Context: an optimization exercise on an open-source flow, tuned for small area, a short achievable clock period and few clock cycles. The choices shown serve that exercise and are no tape-out recipe. Function was checked by simulation only, so behaviour that the tests miss may differ from the original. Power is estimated from default activity; no workload was simulated.

run E:
Design gpu_block, start of the top module:
module gpu_block (
    input  wire         clk,
    input  wire         rst,
    input  wire         read_frame,
    input  wire         pixel_done,
    input  wire [2:0]   control_in,
    input  wire [7:0]   num_vertices_in,
    input  wire [23:0]  color_in,
    input  wire [767:0] vertices_in,
    output wire         computation_done,
    output wire         pixel_ready,
    output wire [23:0]  data_in,
    output wire [19:0]  address_in
);
==> flow/config.mk <==
export PLATFORM = sky130hd
export DESIGN_NAME = gpu_block
export DESIGN_NICKNAME = gpu_block
export VERILOG_FILES = /design/flow/design.v
export SDC_FILE = /design/flow/constraint.sdc
export NUM_CORES = 4
export LEC_CHECK = 0
export ABC_CLOCK_PERIOD_IN_PS = 3500
export CAP_MARGIN = 20
export CORE_MARGIN = 2
export CORE_UTILIZATION = 40
export CTS_CLUSTER_DIAMETER = 120
export CTS_CLUSTER_SIZE = 25
export PLACE_DENSITY = 0.6
export SLEW_MARGIN = 20
==> flow/constraint.sdc <==
create_clock -name core_clock -period 9.5 [get_ports {clk}]
set_input_delay 1.9000 -clock core_clock [delete_from_list [all_inputs] [get_ports {clk}]]
set_output_delay 1.9000 -clock core_clock [all_outputs]
set_load 0.01 [all_outputs]
standard.sh (not shown) runs the stock make flow with config.mk's settings and CLKGATE_MAP_FILE= SYNTH_SCRIPT=/design/flow/synth_recipe.tcl, a recipe that flattens the netlist after the stock synthesis.
==> flow/flow/run.sh <==
#!/bin/bash
set -euo pipefail
export BUFFER_PORTS_ARGS="-buffer_cell sky130_fd_sc_hd__buf_1"
export SETUP_SLACK_MARGIN=6.45
bash standard.sh > standard.log 2>&1
Testbench counts of run E, summed over its fixed seeds: cycles 142,640.
What run Z does differently from run E at the input level:
-- flow/design.v --
<<< run E, line 146
    reg  [17:0] out_addr;
    wire        adv = !out_valid || pixel_done;
    reg         amode;         
    wire [9:0]  ax = amode ? lx[9:0] : fx;
    wire [8:0]  ay = amode ? ly[8:0] : fy;
    wire [12:0] ahi = {ay, 4'b0} - {4'b0, ay} + {8'b0, ax[9:5]};
    wire [17:0] addr_calc = {ahi, ax[4:0]};
>>> run Z, line 146
    reg  [17:0] out_addr;
    wire        adv = !out_valid || pixel_done;
    wire [9:0]  ax = lmode ? lx[9:0] : fx;
    wire [8:0]  ay = lmode ? ly[8:0] : fy;
    wire [12:0] ahi = {ay, 4'b0} - {4'b0, ay} + {8'b0, ax[9:5]};
    wire [17:0] addr_calc = {ahi, ax[4:0]};
<<< run E, line 252
        case (state)
            S_START: begin
                amode   <= lmode;
                k1[9:0] <= f_w_in;
                r[8:0]  <= f_h_in;
>>> run Z, line 251
        case (state)
            S_START: begin
                k1[9:0] <= f_w_in;
                r[8:0]  <= f_h_in;
## What came out
Compared to run E, run Z was floorplanned on a smaller die.
Total met2 wirelength after detailed routing for run Z is higher than for run E.
Compare run Z and run E | total wirelength of the detailed-routed design higher: run E
A critical path class of reg -> out is what run E shows, while reg -> reg belongs to run Z.
In the reports for run Z and run E, the larger global-route wire length before repair belongs to run E.
Changes observed in run Z relative to run E: design area dropped 640 um^2, power density over cell area climbed 6.5%.
Run Z vs. run E: register share of total power grew by 0.2 points; final cycle utilization of the critical path grew by 0.77 points; flip-flop and latch count held steady; total power grew by 4.7%.
Run Z was carried through to the last stage, and its layout satisfied the timing, design-rule and antenna checks.
Slew at the pin closest to its max-slew limit is higher on run E
Testbench counts of run Z, summed over its fixed seeds: cycles 142,640.

== 06-06 ==
The RTL this note starts from:
==> flow/design.v <==
module gpu_block (
    input  wire         clk,
    input  wire         rst,
    input  wire         read_frame,
    input  wire         pixel_done,
    input  wire [2:0]   control_in,
    input  wire [7:0]   num_vertices_in,
    input  wire [23:0]  color_in,
    input  wire [767:0] vertices_in,
    output wire         computation_done,
    output wire         pixel_ready,
    output wire [23:0]  data_in,
    output wire [19:0]  address_in
);
    localparam S_IDLE  = 4'd0,
               S_START = 4'd1,
               S_LWAIT = 4'd2,
               S_L2    = 4'd5,
               S_L3    = 4'd6,
               S_L4    = 4'd7,
               S_STEP  = 4'd8,
               S_FSTEP = 4'd9,
               S_FIN   = 4'd10;
    reg [3:0] state;
    reg       idle;            
    reg       busy;            
    reg       ld;              
    reg       ld_n;            
    reg [29:0]  ring [0:15];
    reg [1:0]   v0c_hi;        
    reg         v1c_hi;        
    reg [23:0]  color;
    reg [2:0]   ctl;
    reg         lmode, first_only, is_cont;
    reg [4:0]   nv;
    integer k;
    always @(posedge clk) begin
        for (k = 0; k < 16; k = k + 1) begin
            ring[k] <= ~(({vertices_in[752-48*k +: 8], vertices_in[736-48*k +: 11],
                           vertices_in[720-48*k +: 11]} & {30{ld}}) |
                         (ring[(k+1) % 16] & {30{ld_n}}));
        end
        if (idle) begin
            v0c_hi <= vertices_in[761:760];
            v1c_hi <= vertices_in[712];
            color  <= color_in;
            ctl    <= control_in;
            lmode  <= (control_in == 3'b001);
            first_only <= (control_in == 3'b011) || (control_in == 3'b100);
            is_cont <= (control_in == 3'b100);
            nv     <= num_vertices_in[4:0];
        end
    end
    wire [29:0] ring0 = ~ring[0];      
    wire [29:0] ring1 = ~ring[1];
    wire [9:0]  f_xi = {v0c_hi, ring0[29:22]};
    wire [8:0]  f_yi = ring0[19:11];
    wire [9:0]  f_w_in = ring0[9:0];
    wire [8:0]  f_h_in = {v1c_hi, ring1[29:22]};
    reg  [4:0]  i;             
    reg  [7:0]  rem;           
    reg  [10:0] x1, y1;        
    reg  [3:0]  tv;            
    reg         havev;         
    reg         havej;         
    reg         fin_l;         
    wire [29:0] tap15 = ring[15];
    wire [29:0] tap7  = ring[7];
    wire [7:0]  jmask;
    genvar g;
    generate
        for (g = 0; g < 8; g = g + 1) begin : g_jm
            assign jmask[g] = (nv > g);
        end
    endgenerate
    function [2:0] lowbit;
        input [7:0] m;
        begin
            casez (m)
                8'b???????1: lowbit = 3'd0;
                8'b??????10: lowbit = 3'd1;
                8'b?????100: lowbit = 3'd2;
                8'b????1000: lowbit = 3'd3;
                8'b???10000: lowbit = 3'd4;
                8'b??100000: lowbit = 3'd5;
                8'b?1000000: lowbit = 3'd6;
                default:     lowbit = 3'd7;
            endcase
        end
    endfunction
    wire [2:0]  jnext    = lowbit(rem);
    wire [7:0]  rem_next = rem & ~(8'd1 << jnext);
    wire [4:0]  i_inc    = i + 5'd1;
    wire        last_i   = (i_inc == nv);
    wire [3:0]  want  = havev ? {1'b0, jnext} : i[3:0];
    wire        avail = (tv[2:0] == want[2:0]);
    wire [29:0] tap   = ((tv[3] == want[3]) ? tap15 : tap7) ^ {30{tv[0]}};
    wire [10:0] sx    = tap[21:11];
    wire [10:0] sy    = tap[10:0];
    wire [7:0]  vtx_m = tap[29:22] & jmask;
    wire        fe    = (state == S_LWAIT) || (state == S_STEP);
    wire        fetch_v = fe && !havev && !havej && !fin_l && avail;
    wire        fetch_j = fe && havev && !havej && avail;
    reg  signed [11:0] lx, ly;     
    reg  signed [11:0] u;          
    reg  [10:0] k1;                
    reg  signed [11:0] k2;         
    reg  [10:0] r;                 
    reg  [10:0] tdx, tdy;          
    reg         negx, negy, zx, zy;
    reg         sm, s, minc, cand;
    wire [11:0] pdx = {1'b0, tdx} - {1'b0, x1};
    wire [11:0] ndx = {1'b0, x1} - {1'b0, tdx};
    wire [11:0] pdy = {1'b0, tdy} - {1'b0, y1};
    wire [11:0] ndy = {1'b0, y1} - {1'b0, tdy};
    wire [11:0] dxy = {1'b0, tdx} - {1'b0, tdy};
    wire [11:0] dyx = {1'b0, tdy} - {1'b0, tdx};
    wire        is_small = !dxy[11];
    wire        pos    = !zx && !zy && (negx == negy);
    wire [10:0] xmin   = negx ? lx[10:0] : x1;
    wire [10:0] xmax   = negx ? x1 : lx[10:0];
    wire [10:0] ymin   = negy ? ly[10:0] : y1;
    wire [10:0] ymax   = negy ? y1 : ly[10:0];
    wire [10:0] dmaj   = sm ? tdx : tdy;
    wire        c      = !u[11];
    wire signed [11:0] u_k1 = u + {1'b0, k1};
    wire signed [11:0] u_k2 = u + k2;
    wire signed [11:0] lx_inc = lx + 12'sd1;
    wire signed [11:0] ly_inc = ly + 12'sd1;
    wire signed [11:0] lx_min = s ? lx_inc : lx - 12'sd1;
    wire signed [11:0] ly_min = s ? ly_inc : ly - 12'sd1;
    reg  [9:0]  fx;
    reg  [8:0]  fy;
    wire [9:0]  fx1    = fx + 10'd1;
    wire        fvalid = (fx <= 10'd720) && (fy <= 9'd480);
    wire        lvalid = !lx[11] && !ly[11] && (lx <= 12'sd720) && (ly <= 12'sd480);
    wire [9:0]  f_w    = k1[9:0];
    wire [8:0]  f_h    = r[8:0];
    wire        fterm  = cand && fvalid && (first_only || (fy == f_h));
    reg         out_valid;
    reg  [17:0] out_addr;
    wire        adv = !out_valid || pixel_done;
    wire [9:0]  ax = lmode ? lx[9:0] : fx;
    wire [8:0]  ay = lmode ? ly[8:0] : fy;
    wire [12:0] ahi = {ay, 4'b0} - {4'b0, ay} + {8'b0, ax[9:5]};
    wire [17:0] addr_calc = {ahi, ax[4:0]};
    always @(posedge clk or posedge rst) begin
        if (rst) begin
            out_valid <= 1'b0;
        end else if (adv) begin
            out_valid <= cand && (((state == S_STEP) && lvalid) ||
                                  ((state == S_FSTEP) && fvalid));
        end
    end
    always @(posedge clk) begin
        if (adv) out_addr <= addr_calc;
    end
    always @(posedge clk or posedge rst) begin
        if (rst) begin
            state <= S_IDLE;
            idle  <= 1'b1;
            busy  <= 1'b0;
            ld    <= 1'b1;
            ld_n  <= 1'b0;
            cand  <= 1'b0;
            fx    <= 10'd0;
            fy    <= 9'd0;
        end else begin
            case (state)
                S_IDLE: if (read_frame) begin
                    state <= S_START;
                    idle  <= 1'b0;
                    busy  <= 1'b1;
                    ld    <= 1'b0;
                    ld_n  <= 1'b1;
                end
                S_START: begin
                    cand <= 1'b0;
                    if (lmode) begin
                        state <= (nv == 5'd0) ? S_FIN : S_LWAIT;
                        ld    <= (nv == 5'd0);
                        ld_n  <= !((nv == 5'd0));
                    end else begin
                        if (!is_cont) begin
                            fx <= f_xi;
                            fy <= f_yi;
                        end
                        state <= S_FSTEP;
                    end
                end
                S_LWAIT: begin
                    if (havej)       state <= S_L2;
                    else if (fin_l) begin
                        state <= S_FIN;
                        ld    <= 1'b1;
                        ld_n  <= 1'b0;
                    end
                end
                S_L2: state <= S_L3;
                S_L3: state <= S_L4;
                S_L4: state <= S_STEP;
                S_STEP: if (adv) begin
                    if (r != 11'd0) begin
                        cand <= 1'b1;
                    end else begin
                        cand <= 1'b0;
                        if (havej)       state <= S_L2;
                        else if (fin_l) begin
                            state <= S_FIN;
                            ld    <= 1'b1;
                            ld_n  <= 1'b0;
                        end else         state <= S_LWAIT;
                    end
                end
                S_FSTEP: if (adv) begin
                    if (fterm) begin
                        state <= S_FIN;
                        ld    <= 1'b1;
                        ld_n  <= 1'b0;
                    end else begin
                        cand <= 1'b1;
                        if (fx1 == f_w) begin
                            fx <= 10'd0;
                            fy <= fy + 9'd1;
                        end else begin
                            fx <= fx1;
                        end
                    end
                end
                S_FIN: if (adv) begin
                    state <= S_IDLE;
                    idle  <= 1'b1;
                    busy  <= 1'b0;
                end
                default: begin
                    state <= S_IDLE;
                    idle  <= 1'b1;
                    busy  <= 1'b0;
                    ld    <= 1'b1;
                    ld_n  <= 1'b0;
                end
            endcase
        end
    end
    always @(posedge clk) begin
        case (state)
            S_START: begin
                k1[9:0] <= f_w_in;
                r[8:0]  <= f_h_in;
            end
            S_L2: begin
                lx   <= {1'b0, tdx};
                ly   <= {1'b0, tdy};
                negx <= pdx[11];
                negy <= pdy[11];
                zx   <= (tdx == x1);
                zy   <= (tdy == y1);
            end
            S_L3: begin
                sm   <= is_small;
                s    <= pos;
                minc <= is_small ? (tdx != 11'd0) : 1'b1;
                k1   <= is_small ? tdy : tdx;
                k2   <= is_small ? dyx : dxy;
                r    <= is_small ? ((tdx == 11'd0) ? 11'd1 : tdx) : tdy;
                lx   <= {1'b0, (is_small || pos) ? xmin : xmax};
                ly   <= {1'b0, (!is_small || pos) ? ymin : ymax};
            end
            S_L4: begin
                u    <= {1'b0, k1} - {2'b0, dmaj[10:1]} - {11'b0, dmaj[0]};
            end
            S_STEP: if (adv && (r != 11'd0)) begin
                r <= r - 11'd1;
                u <= c ? u_k2 : u_k1;
                if (sm) begin
                    if (minc) lx <= lx_inc;
                    if (c)    ly <= ly_min;
                end else begin
                    ly <= ly_inc;
                    if (c)    lx <= lx_min;
                end
            end
            default: ;
        endcase
    end
    always @(posedge clk) begin
        tv <= idle ? 4'd15 : tv + 4'd1;
        if (state == S_START) begin
            i     <= 5'd0;
            havev <= 1'b0;
            havej <= 1'b0;
            fin_l <= 1'b0;
        end else if (state == S_L2) begin
            havej <= 1'b0;
            tdx   <= pdx[11] ? ndx[10:0] : pdx[10:0];
            tdy   <= pdy[11] ? ndy[10:0] : pdy[10:0];
        end else if (fetch_v) begin
            x1 <= sx;
            y1 <= sy;
            rem <= vtx_m;
            if (vtx_m != 8'd0) havev <= 1'b1;
            else if (last_i)   fin_l <= 1'b1;
            else               i <= i_inc;
        end else if (fetch_j) begin
            tdx   <= sx;
            tdy   <= sy;
            rem   <= rem_next;
            havej <= 1'b1;
            if (rem_next == 8'd0) begin
                havev <= 1'b0;
                if (last_i) fin_l <= 1'b1;
                else        i <= i_inc;
            end
        end
    end
    assign computation_done = !busy;
    assign pixel_ready      = out_valid;
    assign data_in          = color;
    assign address_in       = {2'b00, out_addr};
endmodule
==> flow/config.mk <==
export PLATFORM = sky130hd
export DESIGN_NAME = gpu_block
export DESIGN_NICKNAME = gpu_block
export VERILOG_FILES = /design/flow/design.v
export SDC_FILE = /design/flow/constraint.sdc
export NUM_CORES = 4
export LEC_CHECK = 0
export ABC_CLOCK_PERIOD_IN_PS = 3500
export CAP_MARGIN = 20
export CORE_MARGIN = 2
export CORE_UTILIZATION = 40
export CTS_CLUSTER_DIAMETER = 120
export CTS_CLUSTER_SIZE = 25
export PLACE_DENSITY = 0.6
export SLEW_MARGIN = 20
==> flow/constraint.sdc <==
create_clock -name core_clock -period 9.5 [get_ports {clk}]
set_input_delay 1.9000 -clock core_clock [delete_from_list [all_inputs] [get_ports {clk}]]
set_output_delay 1.9000 -clock core_clock [all_outputs]
set_load 0.01 [all_outputs]
Scripts as last shown in full above: flow/flow/run.sh
Testbench counts of 06-06, summed over its fixed seeds: cycles 148,045.
Input-level comparison between 07-19 and 06-06:
--- a/flow/design.v
+++ b/flow/design.v
@@ -106,12 +106,13 @@
     reg  [10:0] k1;                
     reg  signed [11:0] k2;         
     reg  [10:0] r;                 
     reg  [10:0] tdx, tdy;          
     reg         negx, negy, zx, zy;
     reg         sm, s, minc, cand;
+    reg         dead_r;        
     wire [11:0] pdx = {1'b0, tdx} - {1'b0, x1};
     wire [11:0] ndx = {1'b0, x1} - {1'b0, tdx};
     wire [11:0] pdy = {1'b0, tdy} - {1'b0, y1};
     wire [11:0] ndy = {1'b0, y1} - {1'b0, tdy};
     wire [11:0] dxy = {1'b0, tdx} - {1'b0, tdy};
     wire [11:0] dyx = {1'b0, tdy} - {1'b0, tdx};
@@ -131,12 +132,16 @@
     wire signed [11:0] ly_min = s ? ly_inc : ly - 12'sd1;
     reg  [9:0]  fx;
     reg  [8:0]  fy;
     wire [9:0]  fx1    = fx + 10'd1;
     wire        fvalid = (fx <= 10'd720) && (fy <= 9'd480);
     wire        lvalid = !lx[11] && !ly[11] && (lx <= 12'sd720) && (ly <= 12'sd480);
+    wire        x_hi   = (lx > 12'sd720);
+    wire        y_hi   = (ly > 12'sd480);
+    wire        dead   = (x_hi && (sm || s)) || (y_hi && (!sm || s));
+    wire        more   = (r != 11'd0) && !dead_r;
     wire [9:0]  f_w    = k1[9:0];
     wire [8:0]  f_h    = r[8:0];
     wire        fterm  = cand && fvalid && (first_only || (fy == f_h));
     reg         out_valid;
     reg  [17:0] out_addr;
     wire        adv = !out_valid || pixel_done;
@@ -197,13 +202,13 @@
                     end
                 end
                 S_L2: state <= S_L3;
                 S_L3: state <= S_L4;
                 S_L4: state <= S_STEP;
                 S_STEP: if (adv) begin
-                    if (r != 11'd0) begin
+                    if (more) begin
                         cand <= 1'b1;
                     end else begin
                         cand <= 1'b0;
                         if (havej)       state <= S_L2;
                         else if (fin_l) begin
                             state <= S_FIN;
@@ -258,21 +263,21 @@
             end
             S_L3: begin
                 sm   <= is_small;
                 s    <= pos;
                 minc <= is_small ? (tdx != 11'd0) : 1'b1;
                 k1   <= is_small ? tdy : tdx;
-                k2   <= is_small ? dyx : dxy;
                 r    <= is_small ? ((tdx == 11'd0) ? 11'd1 : tdx) : tdy;
                 lx   <= {1'b0, (is_small || pos) ? xmin : xmax};
                 ly   <= {1'b0, (!is_small || pos) ? ymin : ymax};
             end
             S_L4: begin
                 u    <= {1'b0, k1} - {2'b0, dmaj[10:1]} - {11'b0, dmaj[0]};
+                k2   <= sm ? dyx : dxy;
             end
-            S_STEP: if (adv && (r != 11'd0)) begin
+            S_STEP: if (adv && more) begin
                 r <= r - 11'd1;
                 u <= c ? u_k2 : u_k1;
                 if (sm) begin
                     if (minc) lx <= lx_inc;
                     if (c)    ly <= ly_min;
                 end else begin
@@ -281,12 +286,13 @@
                 end
             end
             default: ;
         endcase
     end
     always @(posedge clk) begin
+        dead_r <= dead;
         tv <= idle ? 4'd15 : tv + 4'd1;
         if (state == S_START) begin
             i     <= 5'd0;
             havev <= 1'b0;
             havej <= 1'b0;
             fin_l <= 1'b0;
Notes after the runs:
- | post-route clock period utilization | 07-19 vs 06-06 | 2.6 points higher |
- Area of the die for 07-19 is lower than for 06-06.
- Summary of 07-19 over 06-06: final period demand of the worst path climbed 0.25 ns; post-cts gate resize count rose by 10; distinct cell type count after synthesis saw a decrease.
- Compared with 06-06, 07-19 ends up with less cell area.
- 07-19 -> 06-06: floorplan die height flat
- 07-19 vs. 06-06: non-clock buffer count went up by 1.8%.
- On routed length on met3, 07-19 and 06-06 are neck and neck.
- Per the final summary, 07-19 finished and its layout is clean on timing, DRC and antenna.
- Sequential cell count of 06-06 is on par with 07-19.
Testbench counts of 07-19, summed over its fixed seeds: cycles 142,640.

-- afterwards: timing with drivers on the ports --
The results above use ideal ports. As a check the final layouts listed here were re-extracted and re-timed, cells and wires unchanged. Step 1 assumes that a clkbuf_16 drives the clock port and a buf_2 every other input. Step 2 also shifts input and output timing later by t, the mid clock arrival at the registers, as if the neighbouring blocks saw the same clock. Slacks: no drivers / after step 1 / after step 2; pairs: no drivers / after step 1.
run | t, ns | setup WS [ns] | cell pins on the clock port's net
run E | 0.661 | 6.426 / 6.355 / 5.925 | 1
run Z | 0.655 | 6.353 / 6.339 / 5.956 | 1
06-06 | 0.676 | 6.310 / 6.308 / 5.892 | 1
07-19 | 0.648 | 6.061 / 6.061 / 5.884 | 1
After both steps setup and hold are still met in every run listed. For run E, which loses most, drivers alone change the setup slack by -0.071 ns; drivers and shift together by -0.501 ns.
